Source: an optimization exercise on an open RTL-to-GDS flow (aim: small area). Production flows keep margins and buffers that such runs may drop.
Where RTL was checked, it was by simulation tests only, not by an equivalence proof against the original.
Power figures rest on the tool's default switching activity, not on a simulated workload.

// ps2
module ps2(CLOCK_50, RESET, PS2_CLK, PS2_DAT, LCD_ON, LCD_BLON, LCD_EN,
	LCD_RS, LCD_DATA, LCD_RW, HEX0, HEX1, HEX4, HEX5, GPIO_1, LEDR, KEY);
input CLOCK_50, RESET, PS2_CLK, PS2_DAT;
input [1:0] KEY;
output wire [6:0] HEX0;
output wire [6:0] HEX1;
output wire [6:0] HEX4;
output wire [6:0] HEX5;
output [1:0] GPIO_1;
output [1:0] LEDR;
output LCD_ON;
output LCD_BLON;
output LCD_EN;
output LCD_RS;
output LCD_RW;
output [7:0] LCD_DATA;
reg [2:0] ps2ClkSync;
reg [1:0] ps2DatSync;
always @(posedge CLOCK_50) begin
	ps2ClkSync <= {ps2ClkSync[1:0], PS2_CLK};
	ps2DatSync <= {ps2DatSync[0], PS2_DAT};
end
wire ps2ClkRise = ps2ClkSync[1] & ~ps2ClkSync[2];
wire ps2Dat = ps2DatSync[1];
reg [22:0] porLfsr;
reg resetNeg;
reg [7:0] PS2Data;    
reg shiftOn;
reg writeData;
reg [6:0] ASCIIData;
localparam [4:0] RXK = 5'h00;
wire [4:0] rxBits = porLfsr[5:1] ^ RXK;
wire prevF0 = rxBits[4];         
wire [3:0] rxState = rxBits[3:0];  
wire shiftCode = (PS2Data == 8'h12) || (PS2Data == 8'h59);
wire isF0 = (PS2Data == 8'hF0);
wire brk = isF0 | prevF0;
wire [6:0] a;
asciirom rom(.sh(shiftOn), .code(PS2Data), .q(a));
wire idle = (rxState == 4'd0);
wire last = (rxState == 4'd9);
wire startBit = ps2ClkRise & idle & ~ps2Dat;
wire shiftIn = ps2ClkRise & ~idle & ~last;
wire proc = ps2ClkRise & last;
wire key = proc & ~brk & ~shiftCode;
wire [4:0] rxNext = {proc ? isF0 : prevF0,
	proc ? 4'd0 : (startBit | shiftIn) ? rxState + 4'd1 : rxState};
always @(posedge CLOCK_50) begin
	if (RESET) begin
		porLfsr <= 23'd0;
		resetNeg <= 1'b0;
	end
	else begin
		porLfsr <= {~porLfsr[21:5], resetNeg ? rxNext ^ RXK : ~porLfsr[4:0],
			~(porLfsr[22] ^ porLfsr[17])};
		resetNeg <= resetNeg | (porLfsr == 23'h35601F);
	end
end
always @(posedge CLOCK_50) begin
	if (RESET || !resetNeg) begin
		shiftOn <= 1'b0;
		writeData <= 1'b0;
		PS2Data <= 8'd0;
		ASCIIData <= 7'd0;
	end
	else begin
		if (shiftIn)
			PS2Data <= {ps2Dat, PS2Data[7:1]};
		if (proc & shiftCode)
			shiftOn <= ~brk;
		if (startBit)
			writeData <= 1'b0;
		else if (key)
			writeData <= 1'b1;
		if (key)
  ...
clock: 20.0 ns
lec_check: 0
abc_area: 1
cap_margin: 20
core_margin: 2
core_utilization: 60
cts_buf_list: sky130_fd_sc_hd__clkbuf_8
slew_margin: 20
standard.sh (not shown) runs the stock make flow with config.mk's settings and CLKGATE_MAP_FILE= SYNTH_SCRIPT=/design/flow/synth_recipe.tcl, a recipe that flattens the netlist after the stock synthesis.
==> flow/flow/run.sh <==
#!/bin/bash
# Standard layout, except:
#  * synthesis is the standard script with a stronger ABC mapping script
#    (flow/map.abc) in place of ORFS's abc_area.script; registers are
#    mapped before ABC runs, so they are the standard synthesis's;
#  * the port buffers are plain buf_1 cells.
set -euo pipefail
here=$(pwd)
sed 's|log_cmd abc {\*}$abc_args|log_cmd abc -script '"$here"'/flow/map.abc {*}[lrange $abc_args 2 end]|' \
	"$FLOW_HOME/scripts/synth.tcl" > flow_synth.tcl
grep -q 'flow/map.abc' flow_synth.tcl
sed "s|source \$::env(SCRIPTS_DIR)/synth.tcl|source $here/flow_synth.tcl|" synth_recipe.tcl > flow_synth_recipe.tcl
grep -q 'flow_synth.tcl' flow_synth_recipe.tcl
export BUFFER_PORTS_ARGS="-buffer_cell sky130_fd_sc_hd__buf_1"
export CTS_ARGS="-sink_clustering_enable -repair_clock_nets -buf_list sky130_fd_sc_hd__clkbuf_8 -dont_use_dummy_load"
bash standard.sh SYNTH_SCRIPT="$here/flow_synth_recipe.tcl" synth > synth.log 2>&1
bash standard.sh SYNTH_SCRIPT="$here/flow_synth_recipe.tcl" finish > layout.log 2>&1
==> flow/flow/map.abc <==
strash
&get -n
&deepsyn -T 180
&put
dch
map -a
mfs2 -a
strash
dch
map -a
topo
==> next run, changes <==
--- a/flow/flow/run.sh
+++ b/flow/flow/run.sh
@@ -14,3 +14,2 @@
 export BUFFER_PORTS_ARGS="-buffer_cell sky130_fd_sc_hd__buf_1"
-export CTS_ARGS="-sink_clustering_enable -repair_clock_nets -buf_list sky130_fd_sc_hd__clkbuf_8 -dont_use_dummy_load"
 bash standard.sh SYNTH_SCRIPT="$here/flow_synth_recipe.tcl" synth > synth.log 2>&1
Register-to-register slack gains 80 ps.
Power increases by 8.1%.
Hold slack gains 3.7 ps.
Fmax hardly moves.
Clock power increases by 25%.
Synthesized area is unchanged.
Final area increases by 1.2%.
Die area is unchanged.
No functional check of the RTL was part of any run of this note.


Another version of the RTL of ps2 (not shown whole).
Size: roughly 51 I/O pins, ~0.0050 mm² of cells after synthesis.
// ps2
module ps2(CLOCK_50, RESET, PS2_CLK, PS2_DAT, LCD_ON, LCD_BLON, LCD_EN,
	LCD_RS, LCD_DATA, LCD_RW, HEX0, HEX1, HEX4, HEX5, GPIO_1, LEDR, KEY);
input CLOCK_50, RESET, PS2_CLK, PS2_DAT;
input [1:0] KEY;
output wire [6:0] HEX0;
output wire [6:0] HEX1;
output wire [6:0] HEX4;
output wire [6:0] HEX5;
output [1:0] GPIO_1;
output [1:0] LEDR;
output LCD_ON;
output LCD_BLON;
output LCD_EN;
output LCD_RS;
output LCD_RW;
output [7:0] LCD_DATA;
reg [2:0] ps2ClkSync;
reg [1:0] ps2DatSync;
always @(posedge CLOCK_50) begin
	ps2ClkSync <= {ps2ClkSync[1:0], PS2_CLK};
	ps2DatSync <= {ps2DatSync[0], PS2_DAT};
end
wire ps2ClkRise = ps2ClkSync[1] & ~ps2ClkSync[2];
wire ps2Dat = ps2DatSync[1];
reg [22:0] porLfsr;
reg resetNeg;
reg [7:0] PS2Data;    
reg shiftOn;
reg writeData;
reg [6:0] ASCIIData;
localparam [4:0] RXK = 5'h00;
wire [4:0] rxBits = porLfsr[5:1] ^ RXK;
wire prevF0 = rxBits[4];         
wire [3:0] rxState = rxBits[3:0];  
wire shiftCode = (PS2Data == 8'h12) || (PS2Data == 8'h59);
wire isF0 = (PS2Data == 8'hF0);
wire brk = isF0 | prevF0;
wire [6:0] a;
asciirom rom(.sh(shiftOn), .code(PS2Data), .q(a));
wire idle = (rxState == 4'd0);
wire last = (rxState == 4'd9);
wire startBit = ps2ClkRise & idle & ~ps2Dat;
wire shiftIn = ps2ClkRise & ~idle & ~last;
wire proc = ps2ClkRise & last;
wire key = proc & ~brk & ~shiftCode;
wire [4:0] rxNext = {proc ? isF0 : prevF0,
	proc ? 4'd0 : (startBit | shiftIn) ? rxState + 4'd1 : rxState};
always @(posedge CLOCK_50) begin
	if (RESET) begin
		porLfsr <= 23'd0;
		resetNeg <= 1'b0;
	end
	else begin
		porLfsr <= {~porLfsr[21:5], resetNeg ? rxNext ^ RXK : ~porLfsr[4:0],
			~(porLfsr[22] ^ porLfsr[17])};
  ...
clock: 20.0 ns
lec_check: 0
abc_area: 1
cap_margin: 20
core_margin: 2
core_utilization: 60
cts_buf_list: sky130_fd_sc_hd__clkbuf_8
slew_margin: 20
==> flow/flow/run.sh <==
#!/bin/bash
# Standard layout, with plain buf_1 cells as the port buffers.
set -euo pipefail
export BUFFER_PORTS_ARGS="-buffer_cell sky130_fd_sc_hd__buf_1"
bash standard.sh finish > layout.log 2>&1
The first run completed with no timing, DRC or antenna violations.
==> next run, changes <==
==> flow/flow/run.sh (replaced) <==
#!/bin/bash
# Standard layout, except:
#  * synthesis is the standard script with a stronger ABC mapping script
#    (flow/map.abc) in place of ORFS's abc_area.script; registers are
#    mapped before ABC runs, so they are the standard synthesis's;
#  * the port buffers are plain buf_1 cells.
set -euo pipefail
here=$(pwd)
sed 's|log_cmd abc {\*}$abc_args|log_cmd abc -script '"$here"'/flow/map.abc {*}[lrange $abc_args 2 end]|' \
	"$FLOW_HOME/scripts/synth.tcl" > flow_synth.tcl
grep -q 'flow/map.abc' flow_synth.tcl
sed "s|source \$::env(SCRIPTS_DIR)/synth.tcl|source $here/flow_synth.tcl|" synth_recipe.tcl > flow_synth_recipe.tcl
grep -q 'flow_synth.tcl' flow_synth_recipe.tcl
export BUFFER_PORTS_ARGS="-buffer_cell sky130_fd_sc_hd__buf_1"
bash standard.sh SYNTH_SCRIPT="$here/flow_synth_recipe.tcl" synth > synth.log 2>&1
bash standard.sh SYNTH_SCRIPT="$here/flow_synth_recipe.tcl" finish > layout.log 2>&1
==> flow/flow/map.abc (new file) <==
strash
&get -n
&deepsyn -T 180
&put
dch
map -a
mfs2 -a
strash
dch
map -a
topo
What happened:
- utilization went up by 3.1 points
- die area went down by about 8%
- cell count came out lower by about 10%
- wire length came out lower by 3.2%
- synthesized cell count went down by 13%
- non-clock buffer count went down by 2
- setup slack gets better by 0.0090 ns
- power came out higher by about 5.6%


ps2, a different RTL version from the one above (not shown whole).
For scale: ~640 cells after synthesis, ~72 flip-flops, roughly 51 I/O pins, about 4300 um^2 of cells after synthesis.
// ps2
module ps2(CLOCK_50, RESET, PS2_CLK, PS2_DAT, LCD_ON, LCD_BLON, LCD_EN,
	LCD_RS, LCD_DATA, LCD_RW, HEX0, HEX1, HEX4, HEX5, GPIO_1, LEDR, KEY);
export LEC_CHECK = 0
export ABC_AREA = 1
export CAP_MARGIN = 20
export CORE_MARGIN = 2
export CORE_UTILIZATION = 70
export SLEW_MARGIN = 20
create_clock -name core_clock -period 20.0 [get_ports {CLOCK_50}]
==> flow/flow/run.sh <==
#!/bin/bash
# Standard layout, except:
#  * synthesis is the standard script with a stronger ABC mapping script
#    (flow/map.abc) in place of ORFS's abc_area.script; registers are
#    mapped before ABC runs, so they are the standard synthesis's;
#  * the port buffers are plain buf_1 cells;
#  * clock tree synthesis uses clkbuf_8 cells and no dummy loads.
set -euo pipefail
here=$(pwd)
sed 's|log_cmd abc {\*}$abc_args|log_cmd abc -script '"$here"'/flow/map.abc {*}[lrange $abc_args 2 end]|' \
	"$FLOW_HOME/scripts/synth.tcl" > flow_synth.tcl
grep -q 'flow/map.abc' flow_synth.tcl
sed "s|source \$::env(SCRIPTS_DIR)/synth.tcl|source $here/flow_synth.tcl|" synth_recipe.tcl > flow_synth_recipe.tcl
grep -q 'flow_synth.tcl' flow_synth_recipe.tcl
export BUFFER_PORTS_ARGS="-buffer_cell sky130_fd_sc_hd__buf_1"
export CTS_ARGS="-sink_clustering_enable -repair_clock_nets -buf_list {sky130_fd_sc_hd__clkbuf_4 sky130_fd_sc_hd__clkbuf_8} -dont_use_dummy_load"
bash standard.sh SYNTH_SCRIPT="$here/flow_synth_recipe.tcl" synth > synth.log 2>&1
bash standard.sh SYNTH_SCRIPT="$here/flow_synth_recipe.tcl" finish > layout.log 2>&1
==> flow/flow/map.abc <==
strash
&get -n
&deepsyn -T 180
&put
dch
map -a
mfs2 -a
strash
dch
map -a
topo
Then changed:
--- a/flow/flow/run.sh
+++ b/flow/flow/run.sh
@@ -16 +16 @@
-export CTS_ARGS="-sink_clustering_enable -repair_clock_nets -buf_list {sky130_fd_sc_hd__clkbuf_4 sky130_fd_sc_hd__clkbuf_8} -dont_use_dummy_load"
+export CTS_ARGS="-sink_clustering_enable -repair_clock_nets -buf_list sky130_fd_sc_hd__clkbuf_8 -dont_use_dummy_load"
- CORE_UTILIZATION: 70 -> 75
Outcome:
- die area decreases by about 6%
- cell area came out lower by about 0.4%
- hold slack is better by 0.0042 ns
- via count drops by 1.6%
- synthesized area does not change
- sequential share of layout area rose by 0.13 points
- register-to-register slack gains 0.07 ns
- worst setup slack gains 0.0084 ns
- cell count goes down by 0.65%
- power went down by about 0.5%
- first-iteration DRC count grows by about 40%

[afterwards: timing with drivers on the ports]
No port has a modelled driver above. Below, the same layouts with a new extraction and two added sets of constraints. Step 1: set_driving_cell puts a clkbuf_16 on CLOCK_50 and a buf_2 on each other input, an assumption about the parent block. Step 2 also shifts input and output timing later by t, the mid clock arrival at the registers, as if the neighbouring blocks saw the same clock. a / b / c = ideal / step 1 / step 2; a / b = the first two.
run	shift t [ns]	slack for setup (ns)	worst setup path after step 2
the first run of note 1	0.370	11.747 / 11.722 / 11.722	input to output
the second run of note 1	0.391	11.747 / 11.722 / 11.722	input to output
the first run of note 2	0.382	11.762 / 11.736 / 11.736	input to output
the second run of note 2	0.377	11.771 / 11.749 / 11.749	input to output
the first run of note 3	0.369	11.764 / 11.739 / 11.739	input to output
the second run of note 3	0.376	11.773 / 11.749 / 11.749	input to output
After both steps every run listed still meets setup and hold. For the first run of note 2, which loses most, drivers alone change the setup slack by -0.026 ns; drivers and shift together by -0.026 ns.
